Source: an optimization exercise on an open RTL-to-GDS flow (aim: small area, a short achievable clock period and few clock cycles per item). Production flows keep margins and buffers that such runs may drop.
The RTL was checked by simulation tests, not by an equivalence proof against the original design.
Power is estimated from default activity; no workload was simulated.

`flow/config.mk`:
```
export PLATFORM = sky130hd
export DESIGN_NAME = Fib
export DESIGN_NICKNAME = Fib
export VERILOG_FILES = /design/flow/design.v
export SDC_FILE = /design/flow/constraint.sdc
export NUM_CORES = 4
export LEC_CHECK = 0
export ABC_AREA = 1
export CAP_MARGIN = 20
export CORE_MARGIN = 2
export CORE_UTILIZATION = 40
export PLACE_DENSITY = 0.95
export SETUP_SLACK_MARGIN = 2.7
export SLEW_MARGIN = 20
```
`flow/constraint.sdc`:
```
create_clock -name core_clock -period 5.0 [get_ports {clk}]
set_input_delay 1.0000 -clock core_clock [delete_from_list [all_inputs] [get_ports {clk}]]
set_output_delay 1.0000 -clock core_clock [all_outputs]
set_load 0.01 [all_outputs]
```
`flow/design.v`:
```
module Fib
(
  input  clk,
  input  reset,
  input signed [32-1 : 0] fib_n,
  output signed [64-1 : 0] fib_return,
  output  fib_busy,
  input  fib_req
);
  wire [63:0] romv;
  wire r0866;
  wire r0867;
  wire r0868;
  wire r0869;
  wire r0870;
  wire r0871;
  wire r0872;
  wire r0873;
  wire r0874;
  wire r0875;
  wire r0876;
  wire r0877;
  wire r0878;
  wire r0879;
  wire r0880;
  wire r0881;
  wire r0882;
  wire r0883;
  wire r0884;
  wire r0885;
  wire r0886;
  wire r0887;
  wire r0888;
  wire r0889;
  wire r0890;
  wire r0891;
  wire r0892;
  wire r0893;
  wire r0894;
  wire r0895;
  wire r0896;
  wire r0897;
  wire r0898;
  wire r0899;
  wire r0900;
  wire r0901;
  wire r0902;
  wire r0903;
  wire r0904;
  wire r0905;
  wire r0906;
  wire r0907;
  wire r0908;
  wire r0909;
  wire r0910;
  wire r0911;
  wire r0912;
  wire r0913;
  wire r0914;
  wire r0915;
  wire r0916;
  wire r0917;
  wire r0918;
  wire r0919;
  wire r0920;
  wire r0921;
  wire r0922;
  wire r0923;
  wire r0924;
  wire r0925;
  wire r0926;
  wire r0927;
  wire r0928;
  wire r0929;
  wire r0930;
  wire r0931;
  wire r0932;
  wire r0933;
  wire r0934;
  wire r0935;
  wire r0936;
  wire r0937;
  wire r0938;
  wire r0939;
  wire r0940;
  wire r0941;
  wire r0942;
  wire r0943;
  wire r0944;
  wire r0945;
  wire r0946;
  wire r0947;
  wire r0948;
  wire r0949;
  wire r0950;
  wire r0951;
  wire r0952;
  wire r0953;
  wire r0954;
  wire r0955;
  wire r0956;
  wire r0957;
  wire r0958;
  wire r0959;
  wire r0960;
  wire r0961;
  wire r0962;
  wire r0963;
  wire r0964;
  wire r0965;
  wire r0966;
  wire r0967;
  wire r0968;
  wire r0969;
  wire r0970;
  wire r0971;
  wire r0972;
  wire r0973;
  wire r0974;
  wire r0975;
  wire r0976;
  wire r0977;
  wire r0978;
  wire r0979;
  wire r0980;
  wire r0981;
  wire r0982;
  wire r0983;
  wire r0984;
  wire r0985;
  wire r0986;
  wire r0987;
  wire r0988;
  wire r0989;
  wire r0990;
  wire r0991;
  wire r0992;
  wire r0993;
  wire r0994;
  wire r0995;
  wire r0996;
  wire r0997;
  wire r0998;
  wire r0999;
  wire r1000;
  wire r1001;
  wire r1002;
  wire r1003;
  wire r1004;
  wire r1005;
  wire r1006;
  wire r1007;
  wire r1008;
  wire r1009;
  wire r1010;
  wire r1011;
  wire r1012;
  wire r1013;
  wire r1014;
  wire r1015;
  wire r1016;
  wire r1017;
  wire r1018;
  wire r1019;
  wire r1020;
  wire r1021;
  wire r1022;
  wire r1023;
  wire r1024;
  wire r1025;
  wire r1026;
  wire r1027;
  wire r1028;
  wire r1029;
  wire r1030;
  wire r1031;
  wire r1032;
  wire r1033;
  wire r1034;
  wire r1035;
  wire r1036;
  wire r1037;
  wire r1038;
  wire r1039;
  wire r1040;
  wire r1041;
  wire r1042;
  wire r1043;
  wire r1044;
  wire r1045;
  wire r1046;
  wire r1047;
  wire r1048;
  wire r1049;
  wire r1050;
  wire r1051;
  wire r1052;
  wire r1053;
  wire r1054;
  wire r1055;
  wire r1056;
  wire r1057;
  wire r1058;
  wire r1059;
  wire r1060;
  wire r1061;
  wire r1062;
  wire r1063;
  wire r1064;
  wire r1065;
  wire r1066;
  wire r1067;
  wire r1068;
  wire r1069;
  wire r1070;
  wire r1071;
  wire r1072;
  wire r1073;
  wire r1074;
  wire r1075;
  wire r1076;
  wire r1077;
  wire r1078;
  wire r1079;
  wire r1080;
  wire r1081;
  wire r1082;
  wire r1083;
  wire r1084;
  wire r1085;
  wire r1086;
  wire r1087;
  wire r1088;
  wire r1089;
  wire r1090;
  wire r1091;
  wire r1092;
  wire r1093;
  wire r1094;
  wire r1095;
  wire r1096;
  wire r1097;
  wire r1098;
  wire r1099;
  wire r1100;
  wire r1101;
  wire r1102;
  wire r1103;
  wire r1104;
  wire r1105;
  wire r1106;
  wire r1107;
  wire r1108;
  wire r1109;
  wire r1110;
  wire r1111;
  wire r1112;
  wire r1113;
  wire r1114;
  wire r1115;
  wire r1116;
  wire r1117;
  wire r1118;
  wire r1119;
  wire r1120;
  wire r1121;
  wire r1122;
  wire r1123;
  wire r1124;
  wire r1125;
  wire r1126;
  wire r1127;
  wire r1128;
  wire r1129;
  wire r1130;
  wire r1131;
  wire r1132;
  wire r1133;
  wire r1134;
  wire r1135;
  wire r1136;
  wire r1137;
  wire r1138;
  wire r1139;
  wire r1140;
  wire r1141;
  wire r1142;
  wire r1143;
  wire r1144;
  wire r1145;
  wire r1146;
  wire r1147;
  wire r1148;
  wire r1149;
  wire r1150;
  wire r1151;
  wire r1152;
  wire r1153;
  wire r1154;
  wire r1155;
  wire r1156;
  wire r1157;
  wire r1158;
  wire r1159;
  wire r1160;
  wire r1161;
  wire r1162;
  wire r1163;
  wire r1164;
  wire r1165;
  wire r1166;
  wire r1167;
  wire r1168;
  wire r1169;
  wire r1170;
  wire r1171;
  wire r1172;
  wire r1173;
  wire r1174;
  wire r1175;
  wire r1176;
  wire r1177;
  wire r1178;
  wire r1179;
  wire r1180;
  wire r1181;
  wire r1182;
  wire r1183;
  wire r1184;
  wire r1185;
  wire r1186;
  wire r1187;
  wire r1188;
  wire r1189;
  wire r1190;
  wire r1191;
  wire r1192;
  wire r1193;
  wire r1194;
  wire r1195;
  wire r1196;
  wire r1197;
  wire r1198;
  wire r1199;
  wire r1200;
  wire r1201;
  wire r1202;
  wire r1203;
  wire r1204;
  wire r1205;
  wire r1206;
  wire r1207;
  wire r1208;
  wire r1209;
  wire r1210;
  wire r1211;
  wire r1212;
  wire r1213;
  wire r1214;
  wire r1215;
  wire r1216;
  wire r1217;
  wire r1218;
  wire r1219;
  wire r1220;
  wire r1221;
  wire r1222;
  wire r1223;
  wire r1224;
  wire r1225;
  wire r1226;
  wire r1227;
  wire r1228;
  wire r1229;
  wire r1230;
  wire r1231;
  wire r1232;
  wire r1233;
  wire r1234;
  wire r1235;
  wire r1236;
  wire r1237;
  wire r1238;
  wire r1239;
  wire r1240;
  wire r1241;
  wire r1242;
  wire r1243;
  wire r1244;
  wire r1245;
  wire r1246;
  wire r1247;
  wire r1248;
  wire r1249;
  wire r1250;
  wire r1251;
  wire r1252;
  wire r1253;
  wire r1254;
  wire r1255;
  wire r1256;
  wire r1257;
  wire r1258;
  wire r1259;
  wire r1260;
  wire r1261;
  wire r1262;
  wire r1263;
  wire r1264;
  wire r1265;
  wire r1266;
  wire r1267;
  wire r1268;
  wire r1269;
  wire r1270;
  wire r1271;
  wire r1272;
  wire r1273;
  wire r1274;
  wire r1275;
  wire r1276;
  wire r1277;
  wire r1278;
  wire r1279;
  wire r1280;
  wire r1281;
  wire r1282;
  wire r1283;
  wire r1284;
  wire r1285;
  wire r1286;
  wire r1287;
  wire r1288;
  wire r1289;
  wire r1290;
  wire r1291;
  wire r1292;
  wire r1293;
  wire r1294;
  wire r1295;
  wire r1296;
  wire r1297;
  wire r1298;
  wire r1299;
  wire r1300;
  wire r1301;
  wire r1302;
  wire r1303;
  wire r1304;
  wire r1305;
  wire r1306;
  wire r1307;
  wire r1308;
  wire r1309;
  wire r1310;
  wire r1311;
  wire r1312;
  wire r1313;
  wire r1314;
  wire r1315;
  wire r1316;
  wire r1317;
  wire r1318;
  wire r1319;
  wire r1320;
  wire r1321;
  wire r1322;
  wire r1323;
  wire r1324;
  wire r1325;
  wire r1326;
  wire r1327;
  wire r1328;
  wire r1329;
  wire r1330;
  wire r1331;
  wire r1332;
  wire r1333;
  wire r1334;
  wire r1335;
  wire r1336;
  wire r1337;
  wire r1338;
  wire r1339;
  wire r1340;
  wire r1341;
  wire r1342;
  wire r1343;
  wire r1344;
  wire r1345;
  wire r1346;
  wire r1347;
  wire r1348;
  wire r1349;
  wire r1350;
  wire r1351;
  wire r1352;
  wire r1353;
  wire r1354;
  wire r1355;
  wire r1356;
  wire r1357;
  wire r1358;
  wire r1359;
  wire r1360;
  wire r1361;
  wire r1362;
  wire r1363;
  wire r1364;
  wire r1365;
  wire r1366;
  wire r1367;
  wire r1368;
  wire r1369;
  wire r1370;
  wire r1371;
  wire r1372;
  wire r1373;
  wire r1374;
  wire r1375;
  wire r1376;
  wire r1377;
  wire r1378;
  wire r1379;
  wire r1380;
  wire r1381;
  wire r1382;
  wire r1383;
  wire r1384;
  wire r1385;
  wire r1386;
  wire r1387;
  wire r1388;
  wire r1389;
  wire r1390;
  assign r1299 = (~r0864);
  assign r1300 = (~r0865&~r0863&~r1299);
  assign r1301 = (~r1300);
  assign r1302 = (~r0859);
  assign r1303 = (~r0860&~r1302);
  assign r1304 = (~r0862);
  assign r1305 = (~r0861);
  assign r1306 = (~r1304&~r1305);
  assign r1307 = (~r1306);
  assign r1308 = (~r1303&~r1307);
  assign r1309 = (~r1308);
  assign r1310 = (~r1301&~r1309);
  assign r1311 = (~r0860&~r1307);
  assign r1312 = (~r0860);
  assign r1313 = (~r0859&~r1312);
  assign r1314 = (~r1313);
  assign r1315 = (~r0861&~r1304);
  assign r1316 = (~r1315);
  assign r1317 = (~r1314&~r1316);
  assign r1318 = (~r1311&~r1317);
  assign r1319 = (~r0862&~r0861);
  assign r1320 = (~r1319);
  assign r1321 = (~r1302&~r1312);
  assign r1322 = (~r1321);
  assign r1323 = (~r1320&~r1322);
  assign r1324 = (~r1323);
  assign r1325 = (~r0862&~r1305);
  assign r1326 = (~r0859&~r1320);
  assign r0866 = (~r1322&~r1326) | (~r1325&~r1326);
  assign r0867 = (~r0865);
  assign r0868 = (~r0863);
  assign r0869 = (~r0864&~r0867&~r0868);
  assign r0870 = (~r0869);
  assign r0871 = (~r1318&~r0870) | (~r1324&~r0870) | (~r0866&~r0870);
  assign r0872 = (~r0862&~r1312);
  assign r0873 = (~r0872);
  assign r0874 = (~r1302&~r1305);
  assign r0875 = (~r0874);
  assign r0876 = (~r0873&~r0875);
  assign r0877 = (~r0876);
  assign r0878 = (~r1312&~r1320);
  assign r0879 = (~r1325);
  assign r0880 = (~r0860&~r0879);
  assign r0881 = (~r0878&~r0880);
  assign r0882 = (~r0865&~r0868&~r1299);
  assign r0883 = (~r0882);
  assign r0884 = (~r1318&~r0883) | (~r0877&~r0883) | (~r0881&~r0883);
  assign r0885 = (~r0879&~r1314);
  assign r0886 = (~r1323&~r0885);
  assign r0887 = (~r1312&~r1316);
  assign r0888 = (~r0887);
  assign r0889 = (~r0860&~r1320);
  assign r0890 = (~r1302&~r0879);
  assign r0891 = (~r0889&~r0890);
  assign r0892 = (~r0863&~r0864&~r0867);
  assign r0893 = (~r0892);
  assign r0894 = (~r0886&~r0893) | (~r0888&~r0893) | (~r0891&~r0893);
  assign r1348 = (r1310) | (r0871) | (r0884) | (r0894);
  assign r0895 = (~r0859&~r0860);
  assign r0896 = (~r0895&~r1321);
  assign r0897 = (~r0896);
  assign r0898 = (~r1316&~r0897);
  assign r0899 = (~r0898);
  assign r0900 = (~r0895);
  assign r0901 = (~r0900&~r1307);
  assign r0902 = (~r0901);
  assign r0903 = (~r0899) | (~r0902);
  assign r0904 = (~r0879&~r0897);
  assign r0905 = (~r0900&~r0879);
  assign r0906 = (~r0905);
  assign r0907 = (~r1313) | (~r1319);
  assign r0908 = (~r0906) | (~r0907);
  assign r0909 = (~r0904&~r0908);
  assign r0910 = (~r0909);
  assign r0911 = (~r0903&~r0910) | (~r0869);
  assign r0912 = (~r0885);
  assign r0913 = (~r1303);
  assign r0914 = (~r1320&~r0913);
  assign r0915 = (~r0914);
  assign r0916 = (~r0912) | (~r0915);
  assign r0917 = (~r0916);
  assign r0918 = (~r0876&~r1317);
  assign r0919 = (~r0917) | (~r0918);
  assign r0920 = (~r0901&~r0919) | (~r0892);
  assign r0921 = (~r0879&~r0913);
  assign r0922 = (~r0859&~r1307);
  assign r0923 = (~r0887&~r0922);
  assign r0924 = (~r0923);
  assign r0925 = (~r0921&~r0924) | (~r0882);
  assign r1355 = (~r0911) | (~r0920) | (~r0925);
  assign r0926 = (~r1302&~r1316);
  assign r0927 = (~r0926&~r1311);
  assign r0928 = (~r0859&~r1316);
  assign r0929 = (~r1314&~r1307);
  assign r0930 = (~r0928&~r0929);
  assign r0931 = (~r0861&~r1302);
  assign r0932 = (~r0931);
  assign r0933 = (~r1312&~r1304);
  assign r0934 = (~r0933);
  assign r0935 = (~r0932&~r0934);
  assign r0936 = (~r0935);
  assign r0937 = (~r0930) | (~r0936);
  assign r0938 = (~r0878&~r0937) | (~r0892);
  assign r0939 = (~r1322&~r1307);
  assign r0940 = (~r0939) | (~r0882);
  assign r0941 = (~r1303) | (~r1305);
  assign r0942 = (~r0918) | (~r0941);
  assign r0943 = (~r0889&~r0908);
  assign r0944 = (~r0913&~r1307);
  assign r0945 = (~r0944);
  assign r0946 = (~r0943) | (~r0945);
  assign r0947 = (~r0942&~r0946) | (~r0869);
  assign r1358 = (~r0883&~r0927) | (~r0938) | (~r0940) | (~r0947);
  assign r0948 = (~r0900&~r1316);
  assign r0949 = (~r0948&~r0885);
  assign r0950 = (~r0949);
  assign r0951 = (~r1323&~r0921);
  assign r0952 = (~r0951);
  assign r0953 = (~r0950&~r0952);
  assign r0954 = (~r0953);
  assign r0955 = (~r1308&~r0954) | (~r0892);
  assign r0956 = (~r1304&~r1322);
  assign r0957 = (~r1316&~r0913);
  assign r0958 = (~r0957);
  assign r0959 = (~r0958) | (~r0877);
  assign r0960 = (~r0959);
  assign r0961 = (~r0960&~r0870) | (~r0881&~r0870);
  assign r0962 = (~r1300&~r0961) | (~r0956&~r0961);
  assign r0963 = (~r1320&~r0896);
  assign r0964 = (~r1312&~r0879);
  assign r0965 = (~r0964&~r0957);
  assign r0966 = (~r0965);
  assign r0967 = (~r0929&~r0963&~r0948&~r0966) | (~r0882);
  assign r1347 = (~r0955) | (~r0962) | (~r0967);
  assign r0968 = (~r0939);
  assign r0969 = (~r0926);
  assign r0970 = (~r0968) | (~r0949) | (~r0969);
  assign r0971 = (~r0963&~r0966) | (~r0869);
  assign r0972 = (~r0895&~r1316);
  assign r0973 = (~r0972&~r0922);
  assign r0974 = (~r0973);
  assign r0975 = (~r1322) | (~r1319);
  assign r0976 = (~r0895&~r0975);
  assign r0977 = (~r0948&~r0876);
  assign r0978 = (~r0977);
  assign r0979 = (~r0976&~r0978);
  assign r0980 = (~r0956);
  assign r0981 = (~r0979) | (~r0980);
  assign r0982 = (~r1300&~r0981) | (~r1300&~r0892) | (~r0974&~r0981) | (~r0974&~r0892);
  assign r1346 = (~r0883&~r0970) | (~r0971) | (~r0982);
  assign r0983 = (~r0905&~r0957);
  assign r0984 = (~r0983);
  assign r0985 = (~r1319&~r0984) | (~r0869);
  assign r0986 = (~r0874&~r0934);
  assign r0987 = (~r0921&~r0986);
  assign r0988 = (~r0987) | (~r0882);
  assign r0989 = (~r0974&~r0954) | (~r0892);
  assign r1345 = (~r1301&~r0930) | (~r0985) | (~r0988) | (~r0989);
  assign r0990 = (~r0887&~r0876);
  assign r0991 = (~r0990);
  assign r0992 = (~r1307&~r0901&~r0991) | (~r1303&~r0901&~r0991);
  assign r0993 = (~r0899) | (~r0945);
  assign r0994 = (~r0887&~r1311);
  assign r0995 = (~r0994);
  assign r0996 = (~r0995&~r0978&~r0910);
  assign r0997 = (~r0993&~r0996) | (~r0892);
  assign r1359 = (~r0934&~r0883) | (~r0870&~r0992) | (~r0997);
  assign r0998 = (~r0877) | (~r0975);
  assign r0999 = (~r0932&~r0998) | (~r0933&~r0998);
  assign r1000 = (~r0859&~r0879);
  assign r1001 = (~r1312&~r1307);
  assign r1002 = (~r1000&~r1001);
  assign r1003 = (~r0923) | (~r1002) | (~r0869);
  assign r1004 = (~r0928&~r0964);
  assign r1005 = (~r1004);
  assign r1006 = (~r0944&~r1005) | (~r1300);
  assign r1007 = (~r1316) | (~r0907);
  assign r1008 = (~r1307&~r0897);
  assign r1009 = (~r1008);
  assign r1010 = (~r1009) | (~r0936);
  assign r1011 = (~r1007&~r1010) | (~r0892);
  assign r1344 = (~r0883&~r0999) | (~r1003) | (~r1006) | (~r1011);
  assign r1012 = (~r1321&~r1307);
  assign r1013 = (~r1000&~r0935);
  assign r1014 = (~r1013) | (~r0877);
  assign r1015 = (~r0963&~r1012&~r1014);
  assign r1016 = (~r0914&~r0905);
  assign r1017 = (~r0879&~r0897) | (~r1016);
  assign r1018 = (~r0935&~r1017) | (~r0869);
  assign r1019 = (~r1308&~r0978) | (~r0882);
  assign r1020 = (~r0889&~r1323&~r0885);
  assign r1021 = (~r0870&~r1020);
  assign r1022 = (~r1021);
  assign r1357 = (~r0893&~r1015) | (~r1018) | (~r1019) | (~r1022);
  assign r1023 = (~r0928);
  assign r1024 = (~r0902) | (~r1023);
  assign r1025 = (~r0890&~r0889&~r1024);
  assign r1026 = (~r0957&~r0998) | (~r0892);
  assign r1027 = (~r0859&~r1005) | (~r0882);
  assign r1028 = (~r0890);
  assign r1029 = (~r1028) | (~r0934);
  assign r1030 = (~r0927);
  assign r1031 = (~r1029&~r1030) | (~r1300);
  assign r1343 = (~r0870&~r1025) | (~r1026) | (~r1027) | (~r1031);
  assign r1032 = (~r0859&~r0994);
  assign r1033 = (~r0905&~r0976&~r1032);
  assign r1034 = (~r0963);
  assign r1035 = (~r0968) | (~r1034);
  assign r1036 = (~r0904&~r0959&~r1035) | (~r0892);
  assign r1037 = (~r0860&~r1316);
  assign r1038 = (~r1037);
  assign r1039 = (~r1302&~r1320);
  assign r1040 = (~r1039);
  assign r1041 = (~r1314) | (~r1306);
  assign r1042 = (~r1038) | (~r1040) | (~r1041);
  assign r1043 = (~r0886) | (~r0891);
  assign r1044 = (~r1042&~r1043) | (~r0882);
  assign r1045 = (~r0905&~r1323);
  assign r1046 = (~r1045);
  assign r1047 = (~r0991&~r1046);
  assign r1048 = (~r1047);
  assign r1049 = (~r1030&~r1048) | (~r1300);
  assign r1342 = (~r0870&~r1033) | (~r1036) | (~r1044) | (~r1049);
  assign r1050 = (~r0948);
  assign r1051 = (~r1002) | (~r0869) | (~r1050);
  assign r1052 = (~r0879&~r0913) | (~r0975);
  assign r1053 = (~r1311&~r0957);
  assign r1054 = (~r1053) | (~r0949);
  assign r1055 = (~r1052&~r1054) | (~r0892);
  assign r1361 = (~r1309&~r0883) | (~r1051) | (~r1055);
  assign r1056 = (~r0909) | (~r0958) | (~r0990);
  assign r1057 = (~r0922&~r1056) | (~r1300);
  assign r1058 = (~r0860&~r1304&~r0874);
  assign r1059 = (~r1058&~r1046) | (~r0869);
  assign r1060 = (~r1313) | (~r0861);
  assign r1061 = (~r1038) | (~r1060);
  assign r1062 = (~r1052&~r1061) | (~r0892);
  assign r1063 = (~r1005&~r0952) | (~r0882);
  assign r1341 = (~r1057) | (~r1059) | (~r1062) | (~r1063);
  assign r1064 = (~r0908);
  assign r1065 = (~r1064) | (~r1028);
  assign r1066 = (~r0901&~r0972&~r1065) | (~r0869);
  assign r1067 = (~r1317&~r0944);
  assign r1068 = (~r1312) | (~r1304);
  assign r1069 = (~r1067) | (~r1068);
  assign r1070 = (~r0929&~r1069) | (~r1300);
  assign r1071 = (~r0862&~r0897);
  assign r1072 = (~r1071);
  assign r1073 = (~r1072) | (~r0899) | (~r0968);
  assign r1074 = (~r0929);
  assign r1075 = (~r1318&~r0893) | (~r1074&~r0893) | (~r1040&~r0893);
  assign r1076 = (~r1073&~r1075) | (~r0882&~r1075);
  assign r1340 = (~r1066) | (~r1070) | (~r1076);
  assign r1077 = (~r0862&~r0896);
  assign r1078 = (~r0936) | (~r0945);
  assign r1079 = (~r1078&~r0942) | (~r0869);
  assign r1080 = (~r0865&~r0864&~r0868);
  assign r1081 = (~r0895&~r1307);
  assign r1082 = (~r1081&~r0935);
  assign r1083 = (~r1082&~r0883) | (~r0873&~r0883);
  assign r1084 = (~r0892&~r0939&~r1083) | (~r0892&~r1080&~r1083) | (~r1042&~r0939&~r1083) | (~r1042&~r1080&~r1083);
  assign r1339 = (~r1311&~r1301&~r1077) | (~r1079) | (~r1084);
  assign r1085 = (~r1326&~r0926);
  assign r1086 = (~r1085);
  assign r1087 = (~r1038) | (~r0873) | (~r0892);
  assign r1362 = (~r1086&~r1087) | (~r0883&~r1009) | (~r1018);
  assign r1088 = (~r0957&~r1048) | (~r0869);
  assign r1089 = (~r0970) | (~r0882);
  assign r1090 = (~r0914&~r1024) | (~r0892);
  assign r1356 = (~r1088) | (~r1089) | (~r1090);
  assign r1091 = (~r1082);
  assign r1092 = (~r0984&~r1091&~r0954) | (~r0882);
  assign r1093 = (~r1016) | (~r0902) | (~r1028);
  assign r1094 = (~r1093) | (~r0869);
  assign r1095 = (~r0860&~r0874) | (~r1028) | (~r1023);
  assign r1096 = (~r1095) | (~r0892);
  assign r1354 = (~r1092) | (~r1094) | (~r1096);
  assign r1097 = (~r1307&~r0896);
  assign r1098 = (~r1038&~r1303) | (~r1040&~r1303);
  assign r1099 = (r0898) | (r1098);
  assign r1100 = (~r1097&~r1099) | (~r1300);
  assign r1101 = (~r1035&~r0942) | (~r0892);
  assign r1102 = (~r1080);
  assign r1103 = (~r1307&~r1102);
  assign r1104 = (~r1077);
  assign r1105 = (~r0930&~r0883) | (~r1104&~r0883);
  assign r1106 = (~r1313&~r1105) | (~r1103&~r1105);
  assign r1107 = (~r0917) | (~r1318);
  assign r1108 = (~r1107) | (~r0869);
  assign r1337 = (~r1100) | (~r1101) | (~r1106) | (~r1108);
  assign r1109 = (~r0914&~r1061);
  assign r1363 = (~r0870&~r0996) | (~r0893&~r1109) | (~r0940);
  assign r1110 = (~r0872&~r0931&~r1311);
  assign r1111 = (~r1068);
  assign r1112 = (~r1111&~r0993) | (~r0882);
  assign r1113 = (~r0893&~r1095);
  assign r1114 = (~r1103&~r1113);
  assign r1115 = (~r1311);
  assign r1116 = (~r0960) | (~r1115);
  assign r1117 = (~r1017&~r1116) | (~r0869);
  assign r1336 = (~r1301&~r1110) | (~r1112) | (~r1114) | (~r1117);
  assign r1118 = (~r0922&~r0926&~r0908);
  assign r1119 = (~r0994) | (~r1023);
  assign r1120 = (~r1071&~r1119) | (~r0882);
  assign r1121 = (~r0913&~r0870) | (~r0861&~r0870);
  assign r1122 = (~r1078&~r1121) | (~r1080&~r1121);
  assign r1123 = (~r1326&~r0978);
  assign r1124 = (~r0936) | (~r0902);
  assign r1125 = (~r1124);
  assign r1126 = (~r1123) | (~r0968) | (~r1125);
  assign r1127 = (~r0889);
  assign r1128 = (~r1126) | (~r1127) | (~r1045);
  assign r1129 = (~r1128) | (~r0892);
  assign r1335 = (~r1301&~r1118) | (~r1120) | (~r1122) | (~r1129);
  assign r1130 = (~r0976&~r1119&~r0952) | (~r0869);
  assign r1364 = (~r1130) | (~r1036) | (~r1026);
  assign r1131 = (~r1326&~r0924&~r1098);
  assign r1386 = (~r0870&~r0945);
  assign r1132 = (~r1080&~r1386) | (~r0993);
  assign r1133 = (~r0965&~r0870) | (~r1068&~r0870);
  assign r1134 = (~r1048&~r1133) | (~r0892&~r1133);
  assign r1135 = (~r0943);
  assign r1136 = (~r0978&~r1081&~r1135) | (~r1300);
  assign r1334 = (~r0883&~r1131) | (~r1132) | (~r1134) | (~r1136);
  assign r1137 = (~r1320&~r0900);
  assign r1138 = (~r1137&~r0885);
  assign r1139 = (~r0958) | (~r0877) | (~r0907);
  assign r1140 = (~r1139) | (~r0892);
  assign r1365 = (~r0870&~r1138) | (~r1140) | (~r1094);
  assign r1141 = (~r0931&~r0880&~r0922);
  assign r1142 = (~r1008&~r1014) | (~r0882);
  assign r1143 = (~r0941) | (~r0862) | (~r1080);
  assign r1144 = (~r0976);
  assign r1145 = (r1058) | (~r1144) | (~r0951);
  assign r1146 = (~r1325&~r0976);
  assign r1147 = (~r1001);
  assign r1148 = (~r1304&~r0900);
  assign r1149 = (~r1148);
  assign r1150 = (~r1146&~r0893) | (~r1147&~r0893) | (~r1149&~r0893);
  assign r1151 = (~r0869&~r1150) | (~r1145&~r1150);
  assign r1333 = (~r1301&~r1141) | (~r1142) | (~r1143) | (~r1151);
  assign r1152 = (~r0939&~r1317&~r1098);
  assign r1153 = (~r0964&~r0995) | (~r1080);
  assign r1154 = (~r1039&~r1000);
  assign r1155 = (~r1074) | (~r1154) | (~r1050);
  assign r1156 = (~r0969&~r0893) | (~r0879&~r0893);
  assign r1157 = (~r1155&~r1156) | (~r1300&~r1156);
  assign r1158 = (~r0901&~r1056) | (~r0869);
  assign r1332 = (~r0883&~r1152) | (~r1153) | (~r1157) | (~r1158);
  assign r1159 = (~r0886) | (~r1041);
  assign r1160 = (~r1317&~r0921&~r1159);
  assign r1161 = (~r0944&~r1077) | (~r0869);
  assign r1366 = (~r0893&~r1160) | (~r1161);
  assign r1162 = (~r0951&~r0893) | (~r1085&~r0893);
  assign r1163 = (~r1138&~r1301) | (~r1307&~r1301) | (~r1149&~r1301);
  assign r1164 = (~r0890&~r1037);
  assign r1165 = (~r1164&~r1102) | (~r0936&~r1102) | (~r1074&~r1102);
  assign r1166 = (~r1162&~r1163&~r1165);
  assign r1167 = (~r1325&~r0895&~r0926);
  assign r1168 = (~r1016) | (~r1004);
  assign r1169 = (~r1167&~r1168) | (~r0882);
  assign r1170 = (~r1069) | (~r0869);
  assign r1331 = (~r1166) | (~r1169) | (~r1170);
  assign r1171 = (~r0880&~r1037&~r1001);
  assign r1172 = (~r0872&~r1037&~r1124);
  assign r1367 = (~r0870&~r1172) | (~r0893&~r1171);
  assign r1173 = (~r1126) | (~r0892);
  assign r1174 = (~r0908&~r1091) | (~r0882);
  assign r1175 = (~r0998&~r0995) | (~r0869);
  assign r1353 = (~r1173) | (~r1174) | (~r1175);
  assign r1176 = (~r0880&~r0956);
  assign r1177 = (~r0949&~r0893) | (~r1176&~r0893);
  assign r1178 = (~r0973&~r0883) | (~r0877&~r0883) | (~r0907&~r0883);
  assign r1179 = (~r0935&~r1012);
  assign r1180 = (~r1179&~r1102) | (~r1045&~r1102) | (~r1023&~r1102);
  assign r1181 = (~r0897&~r0880) | (~r1315&~r0880);
  assign r1182 = (~r1181&~r1301) | (~r0945&~r1301) | (~r1138&~r1301);
  assign r1183 = (~r1177&~r1178&~r1180&~r1182);
  assign r1330 = (~r0870&~r1306&~r1077) | (~r1183);
  assign r1184 = (~r1071&~r1030) | (~r0869);
  assign r1185 = (~r0945) | (~r0888);
  assign r1186 = (~r1061&~r1185) | (~r0892);
  assign r1368 = (~r1184) | (~r1186);
  assign r1187 = (~r1164);
  assign r1188 = (~r0963&~r1185&~r1187);
  assign r1189 = (~r0897&~r0883) | (~r1320&~r0883);
  assign r1190 = (~r1109&~r1189) | (~r1034&~r1189) | (~r1080&~r1189);
  assign r1191 = (~r0901&~r1099) | (~r0869);
  assign r1192 = (~r0926&~r0978);
  assign r1193 = (~r1192);
  assign r1194 = (~r0924&~r0952&~r1193) | (~r0892);
  assign r1329 = (~r1301&~r1188) | (~r1190) | (~r1191) | (~r1194);
  assign r1195 = (~r0976&~r1008);
  assign r1196 = (~r1195);
  assign r1197 = (~r0928&~r1187&~r1196);
  assign r1198 = (~r0956&~r0919) | (~r0882);
  assign r1199 = (~r0916&~r0978);
  assign r1200 = (~r1199) | (~r0969);
  assign r1201 = (~r1200) | (~r1080);
  assign r1202 = (~r0870&~r1110);
  assign r1203 = (~r1300&~r1202) | (~r1013&~r1202);
  assign r1328 = (~r0893&~r1197) | (~r1198) | (~r1201) | (~r1203);
  assign r1204 = (~r1086&~r1116) | (~r0869);
  assign r1205 = (~r0978&~r1091) | (~r0892);
  assign r1369 = (~r1204) | (~r1205);
  assign r1206 = (~r0922);
  assign r1207 = (~r0897) | (~r1315);
  assign r1208 = (~r1206&~r0883) | (~r0891&~r0883) | (~r1207&~r0883);
  assign r1209 = (~r1064&~r0870) | (~r0927&~r0870);
  assign r1210 = (~r0865&~r0863&~r0864);
  assign r1211 = (~r1210);
  assign r1212 = (~r1316&~r0978) | (~r1303&~r0978);
  assign r1213 = (~r1301&~r1212) | (~r0968&~r1211);
  assign r1214 = (~r1208&~r1209&~r1213);
  assign r1215 = (~r1192) | (~r1147) | (~r0881);
  assign r1216 = (~r1215) | (~r0892);
  assign r1217 = (~r1029&~r1135) | (~r1080);
  assign r1390 = (~r1214) | (~r1216) | (~r1217);
  assign r1218 = (~r1023&~r0876&~r0935) | (~r1312&~r0876&~r0935);
  assign r1219 = (~r0926&~r1081) | (~r0892);
  assign r1370 = (~r0870&~r1218) | (~r1219);
  assign r1220 = (~r1302&~r1307);
  assign r1221 = (~r1125) | (~r1023);
  assign r1222 = (~r1039&~r1220&~r1221);
  assign r1223 = (~r1124&~r0978);
  assign r1224 = (~r1223);
  assign r1225 = (~r0946&~r1224) | (~r0869);
  assign r1226 = (~r0984&~r1196) | (~r0882);
  assign r1227 = (~r1179) | (~r0983) | (~r1127);
  assign r1228 = (~r0880&~r1102&~r1167);
  assign r1229 = (~r0929&~r1227&~r1228) | (~r0929&~r1300&~r1228) | (~r1210&~r1227&~r1228) | (~r1210&~r1300&~r1228);
  assign r1389 = (~r0893&~r1222) | (~r1225) | (~r1226) | (~r1229);
  assign r1230 = (~r0924&~r1386) | (~r0892&~r1386);
  assign r1372 = (~r0870&~r1199) | (~r1230);
  assign r1231 = (~r1144) | (~r1045);
  assign r1232 = (~r1220&~r1231&~r1224);
  assign r1233 = (~r0949) | (~r0902) | (~r0958);
  assign r1234 = (~r0880&~r0963&~r1233) | (~r0869);
  assign r1235 = (~r1020) | (~r0990);
  assign r1236 = (~r0874&~r1137) | (~r1080);
  assign r1237 = (~r1211&~r1115) | (~r1236);
  assign r1238 = (~r1235&~r1237) | (~r0892&~r1237);
  assign r1239 = (~r0899) | (~r0968) | (~r1045);
  assign r1240 = (~r0922&~r0978&~r1239) | (~r0882);
  assign r1388 = (~r1301&~r1232) | (~r1234) | (~r1238) | (~r1240);
  assign r1241 = (~r1185&~r1065) | (~r0869);
  assign r1373 = (~r1206&~r0893) | (~r1241);
  assign r1242 = (~r1147) | (~r0866) | (~r1149);
  assign r1243 = (~r0972);
  assign r1244 = (~r0943&~r0870) | (~r1243&~r0870);
  assign r1245 = (~r0882&~r1091&~r1244) | (~r0882&~r1210&~r1244) | (~r1242&~r1091&~r1244) | (~r1242&~r1210&~r1244);
  assign r1246 = (~r1001&~r1145) | (~r1300);
  assign r1247 = (~r1223) | (~r1147) | (~r0881);
  assign r1248 = (~r0876&~r0935&~r1097);
  assign r1249 = (~r0880);
  assign r1250 = (~r1248&~r1102) | (~r1249&~r1102) | (~r1034&~r1102);
  assign r1251 = (~r1247&~r1250) | (~r0892&~r1250);
  assign r1387 = (~r1245) | (~r1246) | (~r1251);
  assign r1252 = (~r1317&~r0889&~r1008&~r0984);
  assign r1253 = (~r0904&~r0963&~r1193);
  assign r1254 = (~r1233&~r1196) | (~r0892);
  assign r1352 = (~r0870&~r1253) | (~r0883&~r1252) | (~r1254);
  assign r1255 = (~r1081);
  assign r1256 = (~r0899) | (~r0866);
  assign r1257 = (~r1256) | (~r0869);
  assign r1374 = (~r0893&~r1255) | (~r1257);
  assign r1258 = (~r1192) | (~r1144) | (~r1176);
  assign r1259 = (~r1034&~r0893) | (~r1147&~r0893) | (~r1038&~r0893);
  assign r1260 = (~r0899&~r1211) | (~r1255&~r1211);
  assign r1261 = (~r1146&~r1301) | (~r1243&~r1301) | (~r0980&~r1301);
  assign r1262 = (~r1258&~r1259&~r1260&~r1261) | (~r0882&~r1259&~r1260&~r1261);
  assign r1263 = (~r1012&~r1168) | (~r1080);
  assign r1264 = (~r0889&~r0978&~r1046&~r1032) | (~r0869);
  assign r1382 = (~r1262) | (~r1263) | (~r1264);
  assign r1265 = (~r0870&~r0902);
  assign r1266 = (~r0892&~r1265) | (~r0939&~r1265);
  assign r1375 = (~r1088) | (~r1266);
  assign r1267 = (~r0883) | (~r1211);
  assign r1268 = (~r0929&~r1221) | (~r1267);
  assign r1269 = (~r1300&~r0869);
  assign r1270 = (~r1269);
  assign r1271 = (~r0880&~r1032) | (~r1270);
  assign r1272 = (~r0929) | (~r1300);
  assign r1273 = (~r0893) | (~r1102);
  assign r1274 = (~r1181) | (~r1060) | (~r1273);
  assign r1371 = (~r1268) | (~r1271) | (~r1272) | (~r1274);
  assign r1376 = (~r1123&~r0870) | (~r0886&~r0870) | (~r1067&~r0870);
  assign r1377 = (~r1072&~r0870) | (~r0902&~r0870) | (~r1243&~r0870);
  assign r1275 = (~r0903&~r0954) | (~r1270);
  assign r1276 = (~r0943) | (~r1002);
  assign r1277 = (~r1276) | (~r1273);
  assign r1278 = (~r0964&~r1010) | (~r1267);
  assign r1360 = (~r1275) | (~r1272) | (~r1277) | (~r1278);
  assign r1378 = (~r0951&~r0870) | (~r1004&~r0870) | (~r0945&~r0870);
  assign r1379 = (~r1249&~r0870) | (~r1023&~r0870);
  assign r1279 = (~r0901&~r1086) | (~r1270);
  assign r1280 = (~r1039&~r1000&~r1220) | (~r1273);
  assign r1281 = (~r0890&~r0928) | (~r1267);
  assign r1349 = (~r1279) | (~r1272) | (~r1280) | (~r1281);
  assign r1380 = (~r0912&~r0870) | (~r1023&~r0870);
  assign r1385 = (~r0870&~r1125);
  assign r1282 = (~r1300&~r1385) | (~r1008&~r1385);
  assign r1283 = (~r0890&~r0901&~r0956&~r0976) | (~r0882);
  assign r1284 = (~r0873) | (~r0941) | (~r1060) | (~r0892);
  assign r1350 = (~r1282) | (~r1022) | (~r1283) | (~r1284);
  assign r1381 = (~r1053&~r0870) | (~r0977&~r0870);
  assign r1285 = (~r0979) | (~r0945);
  assign r1286 = (~r1285) | (~r1270);
  assign r1287 = (~r0904&~r1137&~r1124) | (~r1273);
  assign r1288 = (~r1239) | (~r1267);
  assign r1338 = (~r1286) | (~r1287) | (~r1272) | (~r1288);
  assign r1289 = (~r0935&~r1052&~r1005);
  assign r1290 = (~r0889&~r0893);
  assign r1291 = (~r0977) | (~r1013) | (~r1206) | (~r1290);
  assign r1292 = (~r0939) | (~r0867) | (~r0864);
  assign r1293 = (~r0937&~r1231) | (~r0882);
  assign r1351 = (~r0870&~r1289) | (~r1291) | (~r1292) | (~r1293);
  assign r1383 = (~r0870&~r0958);
  assign r1384 = (~r0870&~r1318);
  assign r1294 = (~r0953&~r1269) | (~r1085&~r1269);
  assign r1295 = (~r1310&~r1265&~r1294);
  assign r1296 = (~r0880&~r0986&~r1285) | (~r1267);
  assign r1297 = (~r1007&~r0921&~r0986);
  assign r1298 = (~r0898&~r1297) | (~r1273);
  assign r1327 = (~r1295) | (~r1296) | (~r1298);
  assign r0865 = fib_n[6];
  assign r0863 = fib_n[4];
  assign r0864 = fib_n[5];
  assign r0859 = fib_n[0];
  assign r0860 = fib_n[1];
  assign r0862 = fib_n[3];
  assign r0861 = fib_n[2];
  assign romv[29] = r1348;
  assign romv[35] = r1355;
  assign romv[38] = r1358;
  assign romv[28] = r1347;
  assign romv[27] = r1346;
  assign romv[26] = r1345;
  assign romv[39] = r1359;
  assign romv[25] = r1344;
  assign romv[37] = r1357;
  assign romv[24] = r1343;
  assign romv[23] = r1342;
  assign romv[40] = r1361;
  assign romv[22] = r1341;
  assign romv[21] = r1340;
  assign romv[20] = r1339;
  assign romv[41] = r1362;
  assign romv[36] = r1356;
  assign romv[34] = r1354;
  assign romv[19] = r1337;
  assign romv[42] = r1363;
  assign romv[18] = r1336;
  assign romv[17] = r1335;
  assign romv[43] = r1364;
  assign romv[16] = r1334;
  assign romv[44] = r1365;
  assign romv[15] = r1333;
  assign romv[14] = r1332;
  assign romv[45] = r1366;
  assign romv[13] = r1331;
  assign romv[46] = r1367;
  assign romv[33] = r1353;
  assign romv[12] = r1330;
  assign romv[47] = r1368;
  assign romv[11] = r1329;
  assign romv[10] = r1328;
  assign romv[48] = r1369;
  assign romv[9] = r1390;
  assign romv[49] = r1370;
  assign romv[8] = r1389;
  assign romv[50] = r1372;
  assign romv[7] = r1388;
  assign romv[51] = r1373;
  assign romv[6] = r1387;
  assign romv[32] = r1352;
  assign romv[52] = r1374;
  assign romv[5] = r1382;
  assign romv[53] = r1375;
  assign romv[4] = r1371;
  assign romv[54] = r1376;
  assign romv[55] = r1377;
  assign romv[3] = r1360;
  assign romv[56] = r1378;
  assign romv[57] = r1379;
  assign romv[2] = r1349;
  assign romv[58] = r1380;
  assign romv[30] = r1350;
  assign romv[59] = r1381;
  assign romv[1] = r1338;
  assign romv[31] = r1351;
  assign romv[60] = r1383;
  assign romv[61] = r1384;
  assign romv[0] = r1327;
  assign romv[62] = r1385;
  assign romv[63] = r1386;
  reg  [63:0] cur, nxt;
  reg  [31:0] cnt;
  reg         busy;
  reg  [2:0]  ph;        
  reg  [1:0]  st;        
  reg         c;         
  reg         b;         
  wire neg  = fib_n[31];
  wire big  = ~neg & ((|fib_n[30:7]) | (fib_n[6:0] >= 7'd94));
  wire [63:0] tab = neg ? 64'h0 : romv;
  wire first = (ph == 3'd0);
  wire last  = (ph == 3'd7);
  wire [8:0] sum = nxt[7:0] + cur[7:0] + c;
  wire [7:0] nin = st[1] ? sum[7:0] : {7'd0, st[0] & first};
  wire [4:0] dec = {1'b0, cnt[3:0]} - b;
  wire       under = dec[4];
  always @(posedge clk) begin
    cur <= ({64{busy}} & {nxt[7:0], cur[63:8]})
         | ({64{~busy & fib_req}} & tab)
         | ({64{~busy & ~fib_req}} & cur);
    nxt <= {nin, nxt[63:8]};
    if (busy)
      cnt <= {dec[3:0], cnt[31:4]};
    else
      cnt <= fib_n;
    c <= sum[8] & ~last;
    b <= busy & (last | under);
  end
  always @(posedge clk) begin
    if (reset) begin
      busy <= 1'b0;
      ph <= 3'd0;
      st <= 2'd0;
    end else if (busy) begin
      ph <= ph + 3'd1;
      if (last) begin
        if (st != 2'd2) st <= st + 2'd1;
        if (st == 2'd2 && under) busy <= 1'b0;
      end
    end else if (fib_req & big) begin
      busy <= 1'b1;
      ph <= 3'd0;
      st <= 2'd0;
    end
  end
  assign fib_return = cur;
  assign fib_busy = busy;
endmodule
```
`flow/flow/run.sh`:
```
#!/bin/bash
set -euo pipefail
export BUFFER_PORTS_ARGS="-buffer_cell sky130_fd_sc_hd__buf_1"
export CTS_ARGS="-sink_clustering_enable -repair_clock_nets -dont_use_dummy_load"
bash standard.sh > standard_flow.log 2>&1
```
`flow/standard.sh`:
```
#!/bin/bash
# synth_recipe.tcl (not shown) runs the flow's synth.tcl, then flattens the netlist and writes it again
# the make line also repeats each setting of config.mk as NAME=value (left out here)
make -C /OpenROAD-flow-scripts/flow DESIGN_CONFIG=/design/flow/config.mk WORK_HOME=/design/flow/orfs CLKGATE_MAP_FILE= SYNTH_SCRIPT=/design/flow/synth_recipe.tcl "${@:-finish}"
```
==> out/qor.csv, run 1 <==
metric,value,unit
outcome,finished clean,
slew_viol_final,0,
finalNetCount,1368,
critPathKind,in2reg,
clockBufferDepth,2,
slowest_stage,nand2_2,
syn_to_final_growth,21.78,%
dpl.hpwl,31.12,mm
drive_above_1_share,0.1585,
yosysSeqAreaShare,0.4011,
dr.pass1.iters,6,
drcViolationCount,0,
dpl-instance-area,9015,µm²
syn_area_per_cell,7.000,µm²
max_cap_viol_count,0,
ir_worst_vdd,0.2146,mV
report.final.setup_viol,0,
clk_latency,440,ps
cts.htree.levels,4,
finalWirelength,42.20,mm
synth_cell_types,42,
fillers,2071,
cts_root_buffer,clkbuf_16,
hold_buffers,0,
portBuffers,99,
dr.first_iter.drc_count,1429,
min_period,2405,ps
clk_pin_slew,80,ps
hold_viol,0,
dieArea,22140,µm²
dieHeight,148.8,µm
async_flop_share,0,
die_x,148.8,µm
wl_per_cell,26.68,µm
grt_usage,0.3765,
min_path_type,reg2reg,
synthCells,1198,
rsz0062_at_grt,yes,
p_leak,4.816,nW
first_global_vias,9201,
yosys.area.top_type_share,0.4011,
setup-tns-final,0,ps
power-per-cell-area,309.9,nW/µm²
ant_nets,0,
cts_tree,done,
end_kind,flop,
rows,52,
cts_buffers,17,
slew_headroom,0.3419,
worst-path-max-fanout,21,
netlist_top_cells_area,"dfxtp_1 (40%), nand2_1 (15%), o21ai_0 (7.8%), nand3_1 (5.5%), inv_1 (4.1%)",
antenna_found_initial,0,
dr_total_vias,9766,
power,3.165,mW
arrival,2700,ps
finalCritPeriodShare,0.4810,
cp-start-kind,primary input,
via_per_inst,6.173,
overflow,0,
required,5300,ps
fin_skew,27.10,ps
stdcell_area,10210,µm²
synth.cell_area,8386,µm²
synth_seq_cells,168,
critPathMaxStageDelay,350,ps
syn_nets,1252,
cp_cell_sequence,"buf_1, nor2_1, nand2_2, inv_4, nand2_1, nand4_1, o21bai_2, nand2_1",
synth_common_cells,"nand2_1 (346), dfxtp_1 (168), o21ai_0 (130)",
yosysWarnings,8,
fmax,0.4158,GHz
synth_top_flop_cell,dfxtp_1,
worst-path-buf-inv,2,
gp_congestion,1.133,
initial_core_util,0.4105,
path_delay_family,simple AND/OR/NAND/NOR gates,
diodes,0,
synth_edf_count,0,
yosys.area.top_type,dfxtp_1,
synth.most_common_cell,nand2_1,
core,20430,µm²
pin_count,100,
grt_max_degree,64,
worst_pin_slew,984.9,ps
cts_sinks,168,
grt_pass1_wl,59.92,mm
critPathMostFrequentCell,nand2_1,
==> through the flow <==
stage | hold WS, ps | std cells | util | setup WS [ps]
floorplan | 309.6 | 1198 | - | 2689
global placement | 309.9 | 1535 | 0.4413 | 1008
detailed placement | 312.1 | 1535 | 0.4413 | 1265
CTS | 313.6 | 1568 | 0.4814 | 2658
global route | 316.2 | 1582 | 0.4999 | 2609
finish | 317.3 | 1582 | 0.4999 | 2595
==> per-layer routing <==
layer  global-route usage  wire [µm]  vias to the layer above
met5                    0          0                        -
met4               0.2752       3864                        0
met3               0.1208       5335                      228
met2               0.5512      17440                      806
met1               0.4643      15560                     4517
li1                     -          -                     4215
==> kinds of logic after synthesis <==
logic type | count (synthesis) | share of synthesized area
simple gates | 598 | 0.3121
compound gates | 256 | 0.1768
flops | 168 | 0.4011
buf+inv | 155 | 0.07774
fa+ha+maj | 19 | 0.03014
xor+xnor | 2 | 0.002089
==> power by group <==
| group | total, mW | switching (mW) | leakage [nW] | internal, mW |
|---|---|---|---|---|
| logic | 0.628 | 0.450 | 3.23 | 0.178 |
| clock network | 1.05 | 0.464 | 0.209 | 0.590 |
| registers | 1.48 | 0.0640 | 1.37 | 1.42 |
==> layout make-up <==
class	instances	area, µm²	area share
timing repair buffer	142	804.5	0.07878
tap	270	337.8	0.03308
inverter	110	493.0	0.04827
clock buffer	17	425.4	0.04166
sequential	168	3367	0.3297
multi-input combinational	875	4785	0.4685
==> path summary, 6_finish.rpt <==
kind	endpoint	startpoint	depth (start not counted)	slack [ps]
setup / recovery	cur[15]	fib_n[4]	8	2600
hold / removal	nxt[36]	nxt[44]	0	320
setup reg to reg	cur[49]	busy	8	2820
hold reg to reg	nxt[36]	nxt[44]	0	320
==> cells in the final DEF, fill, tap and decap left out, types with 5 or more instances in the layout <==
cell type	instances
a21oi_1	33
a22oi_1	43
buf_1	93
buf_4	36
buf_6	6
clkbuf_16	18
dfxtp_1	167
ha_1	13
inv_1	78
inv_2	14
inv_4	8
nand2_1	314
nand2_2	32
nand2_4	16
nand3_1	89
nand4_1	23
nor2_1	72
nor2_2	15
nor2_4	15
nor3_1	6
o2111ai_1	5
o211ai_1	8
o21ai_0	107
o21ai_1	28
o21ai_2	7
o31ai_1	5
==> registers in the layout, summed over array words and instances, names as in the netlist <==
signal,count
st,2
c,1
nxt,64
cur,64
cnt,32
b,1
busy,1
ph,3
==> worst reg2reg max path, stage by stage, from the launching register on <==
cell and delay (ps):
dfxtp_4 510, inv_2 200, nand2_2 230, inv_4 90, buf_12 170, nand2_4 210, clkinv_8 170, o211ai_1 250
o2111ai_1 180
==> repair_timing <==
action,in CTS,in global routing
gates resized for setup,91,78
setup buffers,16,13
pin swaps,11,19
endpoints found under the setup margin,71,52
gates cloned,0,1
Testbench counts, summed over its fixed seeds: cycles 1,024, requests 1,024.
==> run 2, diff against run 1 <==
--- a/flow/config.mk
+++ b/flow/config.mk
@@ -9,6 +9,6 @@
 export CAP_MARGIN = 20
 export CORE_MARGIN = 2
 export CORE_UTILIZATION = 40
-export PLACE_DENSITY = 0.95
+export PLACE_DENSITY = 0.75
 export SETUP_SLACK_MARGIN = 2.7
 export SLEW_MARGIN = 20
==> out/qor.csv, run 2 <==
metric,value,unit
outcome,finished clean,
p_leak,4.838,nW
synth_mux_area_frac,0,
synth_seq_cells,168,
finalNetCount,1366,
dr.first_iter.drc_count,1390,
cts_root_buffer,clkbuf_16,
setup_slack,2668,ps
synth.cell_area,8386,µm²
slew_headroom,0.5267,
core,20430,µm²
critPathKind,in2reg,
hold_depth,0,
dpl.hpwl,30.66,mm
syn_nets,1252,
cp-start-kind,primary input,
min_period,2332,ps
critPathLaunch,fib_n[4],
max_cap_viol_count,0,
clk_latency,440,ps
slew_viol_final,0,
clockBufferDepth,2,
overflow,0,
cts_buffers,17,
reg2reg_depth,8,
synth_adder_area_share,0.03014,
clk_pin_slew,60,ps
netlist_top_cells_area,"dfxtp_1 (40%), nand2_1 (15%), o21ai_0 (7.8%), nand3_1 (5.5%), inv_1 (4.1%)",
portBuffers,99,
regToRegEndpoint,cur[49],
finalWirelength,42.56,mm
report.final.setup_viol,0,
worst-path-max-fanout,30,
final_core_utilization,0.5058,
grt_usage,0.3770,
reg2reg_from,busy,
arrival,2690,ps
cts.htree.levels,4,
ant_nets,0,
worst_setup_path_endpoint,cur[25],
final_common_cell,nand2_1,
hold_buffers,0,
ir_worst_vdd,0.2121,mV
syn_to_final_growth,23.23,%
rrSetupSlack,2950,ps
dr_total_vias,9705,
dpl.cell_count,1532,
layout_common_cells,"nand2_1 (314), dfxtp_1 (167), o21ai_0 (112)",
end_kind,flop,
async_flop_share,0,
pin_count,100,
min_path_type,reg2reg,
required,5350,ps
yosys.area.top_type,dfxtp_1,
yosysSeqAreaShare,0.4011,
synth-compound-area-share,0.1768,
gp_congestion,1.147,
final_cells,1580,
yosys.area.top_type_share,0.4011,
finalCritPeriodShare,0.4664,
reg.largest.list,"cur (64), nxt (64), cnt (32)",
fmax,0.4288,GHz
initial_core_util,0.4105,
dieArea,22140,µm²
drcViolationCount,0,
synth_top_flop_cell,dfxtp_1,
antenna_found_initial,2,
synth_common_cells,"nand2_1 (346), dfxtp_1 (168), o21ai_0 (130)",
grt_pass1_wl,60.35,mm
power-per-cell-area,307.6,nW/µm²
synth.most_common_cell,nand2_1,
die_x,148.8,µm
synth_edf_count,0,
wl_per_cell,26.94,µm
cts_tree,done,
synthSimpleGateAreaFrac,0.3121,
post-place-ws,1171,ps
first_global_vias,9127,
dr.pass1.iters,7,
synth_top_family_by_area,simple AND/OR/NAND/NOR gates,
via_per_inst,6.142,
worst_pin_slew,709.9,ps
drive_above_1_share,0.1672,
hold_viol,0,
cts_sinks,168,
yosysWarnings,8,
dieHeight,148.8,µm
setup-tns-final,0,ps
syn_area_per_cell,7.000,µm²
synth_cell_types,42,
diodes,0,
synthXorXnorAreaFrac,0.002089,
synthCells,1198,
fin_skew,22.84,ps
grt_max_degree,64,
rows,52,
rsz0062_at_grt,yes,
run 2: cell types whose count changed in the layout (fill, tap and decap cells not counted), moves of 3 or more:
cell	before	now
nand3_2	3	9
o21ai_0	107	112
o21ai_1	28	22
buf_4	36	29
nor2_1	72	68
nor2_4	15	18
nand3_1	89	83
run 2: critical path, cell delays in order:
cell and delay, ps:
buf_1 190, inv_1 170, nor2_4 210, buf_12 220, inv_1 180, nor3_2 250
a21oi_1 60, nand3_1 210, nand2_1 100, nand2_1 60
run 2: area by class of cell:
cell class | instances | area (µm²)
flip-flops and latches | 168 | 3367
repair buffers | 139 | 825.8
well taps | 270 | 337.8
multi-input cells | 876 | 4892
fillers | 2091 | 10100
inverters | 110 | 485.5
clock buffers | 17 | 425.4
run 2: worst min path at each step:
stage | from | end | slack (ps)
finish | nxt[58] | nxt[50] | 310
global route | nxt[58] | nxt[50] | 310
CTS | nxt[58] | nxt[50] | 310
detailed placement | nxt[30] | nxt[22] | 310
global placement | nxt[8] | nxt[0] | 310
floorplan | nxt[8] | nxt[0] | 310
run 2: stage by stage:
step | hold slack, ps | power [mW] | instance area [µm²]
2_1_floorplan | 309.6 | 1.803 | 8427
3_3_place_gp | 309.9 | 2.039 | 8992
3_5_place_dp | 312.1 | 2.027 | 8992
4_1_cts | 314.7 | 3.125 | 9897
5_1_grt | 313.2 | 3.279 | 10330
6_report | 314.7 | 3.178 | 10330
run 2: what timing repair did:
| item | in CTS | in global routing |
|---|---|---|
| endpoints found under the setup margin | 70 | 47 |
| gates resized for setup | 108 | 78 |
| pin swaps | 10 | 17 |
| gates cloned | 1 | 2 |
| buffers inserted | 13 | 15 |
run 2: layer usage:
metal / vias to the layer above / track usage / wire, µm / part of all wire
met5: - / 0 / 0 / 0
met4: 0 / 0.2362 / 3531 / 0.083
met3: 244 / 0.1021 / 5305 / 0.12
met2: 801 / 0.5648 / 17740 / 0.42
met1: 4431 / 0.4817 / 15990 / 0.38
li1: 4229 / - / - / -
run 2: cells by family after synthesis:
family	count (synthesis)
xor gates and xnor gates	2
DFF	168
buffers and inverters	155
adders and majority gates	19
AOI/OAI and AO/OA	256
and+or+nand+nor	598
run 2: power breakdown:
part / internal (mW) / total (mW) / switching, mW
sequential: 1.42 / 1.48 / 0.0625
clock: 0.589 / 1.06 / 0.473
combinational: 0.181 / 0.635 / 0.454
==> run 3, diff against run 2 <==
==> flow/flow/run.sh (replaced) <==
#!/bin/bash
set -euo pipefail
export BUFFER_PORTS_ARGS="-buffer_cell sky130_fd_sc_hd__buf_1"
export CTS_ARGS="-sink_clustering_enable -repair_clock_nets -buf_list sky130_fd_sc_hd__clkbuf_8 -dont_use_dummy_load -sink_clustering_size 10 -sink_clustering_max_diameter 40"
bash standard.sh > standard_flow.log 2>&1
--- a/flow/config.mk
+++ b/flow/config.mk
@@ -9,6 +9,6 @@
 export CAP_MARGIN = 20
 export CORE_MARGIN = 2
 export CORE_UTILIZATION = 40
-export PLACE_DENSITY = 0.75
-export SETUP_SLACK_MARGIN = 2.7
+export PLACE_DENSITY = 0.85
+export SETUP_SLACK_MARGIN = 2.5
 export SLEW_MARGIN = 20
==> out/qor.csv, run 3 <==
metric,value,unit
synth_seq_cells,168,
cp-start-kind,primary input,
dr.pass1.iters,6,
die_x,148.8,µm
antenna_found_initial,2,
drive_above_1_share,0.1312,
yosysSeqAreaShare,0.4011,
dr_total_vias,9746,
synth.cell_area,8386,µm²
final_cells,1573,
rows,52,
p_leak,4.601,nW
outcome,finished clean,
yosys.area.top_type,dfxtp_1,
report.final.setup_viol,0,
synth_top_flop_cell,dfxtp_1,
slowest_stage,nand2_2,
wl_per_cell,28.80,µm
intPower,1.882,mW
core,20430,µm²
slew_viol_final,0,
dieHeight,148.8,µm
cts_root_buffer,clkbuf_8,
rsz0062_at_grt,yes,
ir_worst_vdd,0.1751,mV
clk_latency,470,ps
p_switching,974.6,µW
reg2reg_depth,7,
ant_nets,0,
overflow,0,
first_global_vias,9220,
grt_max_degree,57,
layout_common_cells,"nand2_1 (326), dfxtp_1 (167), o21ai_0 (116)",
critPathKind,in2reg,
dpl.hpwl,34.54,mm
portBuffers,99,
finalCritPeriodShare,0.5111,
switching_share,0.3412,
dr.first_iter.drc_count,1227,
whs_endpoint,nxt[20],
cts.htree.levels,4,
cp_cell_sequence,"buf_4, inv_4, nand2_1, inv_1, nand2_2, nand2_2, o21ai_1, nand3_1, nand2_1, nand3_1",
synth_common_cells,"nand2_1 (346), dfxtp_1 (168), o21ai_0 (130)",
cts_sinks,168,
syn_to_final_growth,15.91,%
regToRegEndpoint,cur[50],
finalNetCount,1359,
async_flop_share,0,
setup-tns-final,0,ps
pin_count,100,
synth_cell_types,42,
yosys.area.top_type_share,0.4011,
reg.largest.list,"cur (64), nxt (64), cnt (32)",
critPathMaxStageDelay,300,ps
via_per_inst,6.196,
syn_nets,1252,
dpl.cell_count,1541,
reg2reg_from,busy,
fmax,0.3913,GHz
netlist_top_cells_area,"dfxtp_1 (40%), nand2_1 (15%), o21ai_0 (7.8%), nand3_1 (5.5%), inv_1 (4.1%)",
synth_edf_count,0,
drcViolationCount,0,
min_path_type,reg2reg,
power-per-cell-area,293.9,nW/µm²
yosysWarnings,8,
synthCells,1198,
dieArea,22140,µm²
worst-path-buf-inv,3,
clockBufferDepth,2,
max_cap_viol_count,0,
worst-path-max-fanout,9,
clkPwrFrac,0.267,
cts_buffers,17,
cts_tree,done,
path_delay_family,simple AND/OR/NAND/NOR gates,
final_common_cell,nand2_1,
clk_pin_slew,120,ps
required,5310,ps
grt_usage,0.4069,
diodes,0,
pwr-share-seq,0.520,
synth.most_common_cell,nand2_1,
p_comb_frac,0.213,
slew_headroom,0.3496,
hold_viol,0,
gp_congestion,1.079,
min_from,nxt[28],
fin_skew,51.12,ps
syn_area_per_cell,7.000,µm²
initial_core_util,0.4105,
worst_pin_slew,973.3,ps
end_kind,flop,
rrSetupSlack,2660,ps
min_period,2556,ps
hold_depth,0,
finalWirelength,45.31,mm
grt_pass1_wl,64.02,mm
arrival,2870,ps
-- run 3: worst max path at each step --
stage | startpoint | cells after the start | slack (ps) | to
3_5_place_dp | fib_n[0] | 11 | 1240 | cur[30]
4_1_cts | fib_n[0] | 12 | 2440 | cur[30]
5_1_grt | fib_n[1] | 14 | 2470 | cur[19]
6_report | fib_n[2] | 10 | 2440 | cur[20]
2_1_floorplan | fib_n[1] | 12 | 2520 | cur[0]
3_3_place_gp | fib_n[2] | 11 | 1140 | cur[8]
-- run 3: cell type report --
class,instances,area (µm²)
fillers,2134,10710
multi-input cells,875,4654
repair buffers,133,679.4
well taps,270,337.8
flip-flops and latches,168,3367
inverters,110,446.7
clock buffers,17,234.0
-- run 3: repair_timing --
action | in CTS | in global routing
gates resized for setup | 58 | 51
cloned | 0 | 0
setup endpoints to repair | 69 | 38
hold buffers | 0 | 0
setup buffers | 9 | 6
pin swaps | 4 | 6
-- run 3: worst register-to-register path: cells and delay by family, from the launching register on --
kind / cells / cell delay [ps]
flip-flops: 1 / 630
buffers and inverters: 3 / 560
AND/OR/NAND/NOR: 3 / 840
AO/OA/AOI/OAI: 1 / 160
-- run 3: logic make-up (layout without fill, tap and decap cells) --
kind of cell             Yosys count  after routing  synth area share
AND/OR/NAND/NOR                  598            598            0.3121
AO/OA/AOI/OAI                    256            256            0.1768
flip-flops                       168            168            0.4011
buffers and inverters            155            260           0.07774
adder cells (fa/ha/maj)           19             19           0.03014
XOR/XNOR                           2              2          0.002089
-- run 3: layer usage --
layer / GRT usage / vias to the layer above / share of wire
li1: - / 4201 / -
met1: 0.4966 / 4606 / 0.38
met2: 0.6269 / 741 / 0.43
met3: 0.1229 / 194 / 0.12
met4: 0.2571 / 4 / 0.076
met5: 0 / - / 0.00068
-- run 3: per-stage QoR --
stage	instance area (µm²)	util	total power [mW]	worst slack (ps)	hold WS [ps]
floorplan	8388	-	1.799	2515	309.6
global placement	9025	0.4418	2.064	1138	309.6
detailed placement	9025	0.4418	2.052	1239	312.1
CTS	9497	0.4648	2.815	2439	303.9
global route	9719	0.4757	2.944	2466	300.8
finish	9719	0.4757	2.856	2444	302.3
-- run 3: power groups by stage --
stage,logic [mW],registers [mW],clock network [mW]
floorplan,0.299,1.50,0
global placement,0.548,1.52,0
detailed placement,0.533,1.52,0
CTS,0.562,1.49,0.768
global route,0.635,1.49,0.817
finish,0.609,1.49,0.762
==> run 4, diff against run 3 <==
==> flow/flow/run.sh (replaced) <==
#!/bin/bash
set -euo pipefail
export BUFFER_PORTS_ARGS="-buffer_cell sky130_fd_sc_hd__buf_1"
export CTS_ARGS="-sink_clustering_enable -repair_clock_nets -dont_use_dummy_load -buf_list {sky130_fd_sc_hd__clkbuf_8 sky130_fd_sc_hd__clkbuf_16}"
bash standard.sh > standard_flow.log 2>&1
==> out/qor.csv, run 4 <==
metric,value,unit
power,3.189,mW
max_cap_viol_count,0,
die_x,148.8,µm
reg2reg_from,busy,
finalWirelength,45.17,mm
rows,52,
reg.largest.list,"cur (64), nxt (64), cnt (32)",
critPathKind,in2reg,
fillers,2126,
hold_buffers,0,
critPathLaunch,fib_n[0],
drcViolationCount,0,
final_cells,1573,
p_leak,4.706,nW
fmax,0.3913,GHz
async_flop_share,0,
final_common_cell,nand2_1,
clockBufferDepth,2,
worst_pin_slew,966.6,ps
grt_max_degree,57,
synth_cell_types,42,
cts_tree,done,
syn_area_per_cell,7.000,µm²
dieHeight,148.8,µm
critPathMostFrequentCell,nand2_1,
first_global_vias,9273,
top_layer,met5,
report.final.setup_viol,0,
routed-wl-met2,19.66,mm
synth_common_cells,"nand2_1 (346), dfxtp_1 (168), o21ai_0 (130)",
finalNetCount,1359,
synth_seq_cells,168,
cp-start-kind,primary input,
slew_viol_final,0,
worst-path-max-fanout,9,
diodes,0,
power-per-cell-area,321.4,nW/µm²
synthCells,1198,
cp_cell_sequence,"buf_6, inv_4, ha_2, nand2_4, inv_2, nand2_2, buf_6, nand2_1, inv_2, nand2_1, a21oi_2, nand4_1, nand2_1, nand2_1",
required,5310,ps
ir_worst_vdd,0.1875,mV
cts_sinks,168,
arrival,2870,ps
fin_skew,36.54,ps
post-place-ws,1239,ps
rsz0062_at_grt,yes,
dr_wl_met3,4.890,mm
slew_headroom,0.3541,
finalCritPeriodShare,0.5111,
yosysSeqAreaShare,0.4011,
outcome,finished clean,
dpl.hpwl,34.54,mm
synth.cell_area,8386,µm²
regToRegEndpoint,cur[37],
syn_nets,1252,
gp_congestion,1.079,
setup-tns-final,0,ps
critPathMaxStageDelay,280,ps
overflow,0,
end_kind,flop,
dr.pass1.iters,6,
pin_count,100,
worst_setup_path_endpoint,cur[19],
dr_total_vias,9635,
initial_core_util,0.4105,
ant_nets,0,
yosys.area.top_type_share,0.4011,
setup_slack,2444,ps
hold_viol,0,
rrSetupSlack,2670,ps
cts_buffers,17,
portBuffers,99,
dr.first_iter.drc_count,1127,
wl_met1,17.23,mm
synth_top_flop_cell,dfxtp_1,
via_per_inst,6.125,
cts_root_buffer,clkbuf_16,
clk_latency,440,ps
drive_above_1_share,0.1328,
slowest_stage,nand4_1,
grt_usage,0.4080,
layout_common_cells,"nand2_1 (327), dfxtp_1 (167), o21ai_0 (116)",
synth_edf_count,0,
min_path_type,reg2reg,
clk_pin_slew,90,ps
synth.most_common_cell,nand2_1,
grt_pass1_wl,64.20,mm
wl_per_cell,28.72,µm
syn_to_final_growth,18.34,%
cts.htree.levels,4,
netlist_top_cells_area,"dfxtp_1 (40%), nand2_1 (15%), o21ai_0 (7.8%), nand3_1 (5.5%), inv_1 (4.1%)",
yosys.area.top_type,dfxtp_1,
core,20430,µm²
dieArea,22140,µm²
min_period,2556,ps
yosysWarnings,8,
antenna_found_initial,1,
reg2reg_depth,7,
dpl.cell_count,1541,
==> run 4: cell counts after synthesis <==
No cell type changed its count.
==> run 4: critical path: cells and delay by family <==
family / cells / cell delay [ps]
adders and majority gates: 1 / 240
buffers and inverters: 5 / 580
AOI/OAI and AO/OA: 1 / 130
and+or+nand+nor: 7 / 900
==> run 4: stage by stage <==
stage            util  instance area [µm²]  hold slack [ps]
6_report       0.4857                 9923            306.9
5_1_grt        0.4857                 9923            315.7
4_1_cts        0.4742                 9687            312.3
3_5_place_dp   0.4418                 9025            312.1
3_3_place_gp   0.4418                 9025            309.6
2_1_floorplan       -                 8388            309.6
==> run 4: how the worst min path moves through the flow <==
stage                 start       to  slack (ps)  cells past startpoint
global placement    nxt[10]   nxt[2]         310                      0
CTS                 nxt[28]  nxt[20]         310                      0
global route        nxt[28]  nxt[20]         320                      0
floorplan            nxt[8]   nxt[0]         310                      0
detailed placement  nxt[31]  nxt[23]         310                      0
finish              nxt[28]  nxt[20]         310                      0
==> run 4: routing by layer <==
layer,up-vias,global-route usage
met4,2,0.2476
met2,694,0.6299
li1,4201,-
met3,195,0.1180
met5,-,0
met1,4543,0.5042
==> run 4: power breakdown <==
| part | total, mW | switching (mW) | internal, mW |
|---|---|---|---|
| sequential | 1.49 | 0.0681 | 1.42 |
| clock | 1.10 | 0.504 | 0.592 |
| combinational | 0.607 | 0.444 | 0.164 |
==> run 4: final cells by class <==
cell class,instances,area (µm²),share of cell area
tap,270,337.8,0.03404
inverter,110,446.7,0.04501
clock buffer,17,425.4,0.04287
multi-input combinational,875,4658,0.4694
sequential,168,3367,0.3393
timing repair buffer,133,688.2,0.06935
==> run 4: repair_timing <==
item,CTS,global route
pin swaps,4,6
buffers inserted,9,6
endpoints found under the setup margin,69,44
resized for setup,58,56
cloned,0,0
==> run 4: kinds of logic (layout without fill, tap and decap cells) <==
logic type	after synthesis	count (layout)	share of synthesized area
AO/OA/AOI/OAI	256	256	0.1768
XOR/XNOR	2	2	0.002089
adder cells (fa/ha/maj)	19	19	0.03014
buffers and inverters	155	260	0.07774
flip-flops	168	168	0.4011
AND/OR/NAND/NOR	598	598	0.3121

[static timing again, ports no longer ideal]
In the flow no input, the clock included, has a driving cell. The finished layouts below were timed again as built, in two steps.
Step 1 assumes that a clkbuf_16 drives the clock port and a buf_2 every other input.
Step 2 times the ports against the registers' clock, not the clock port: input delays grow and output delays shrink by t, the midpoint of the rising clock arrivals with the driver on.
Three values: ideal ports, drivers, drivers and shift; two values: the first two.
run	t, ns	slack for setup (ns)	worst setup path at the end	cell pins on the clock port's net
run 1	0.465	2.595 / 2.604 / 2.140	input to register	1
run 2	0.471	2.668 / 2.667 / 2.196	input to register	1
run 3	0.494	2.444 / 2.464 / 1.970	input to register	1
run 4	0.470	2.444 / 2.456 / 1.987	input to register	1
After both steps setup and hold are still met in every run listed. For run 3, which loses most, drivers alone change the setup slack by +0.020 ns; drivers and shift together by -0.474 ns.
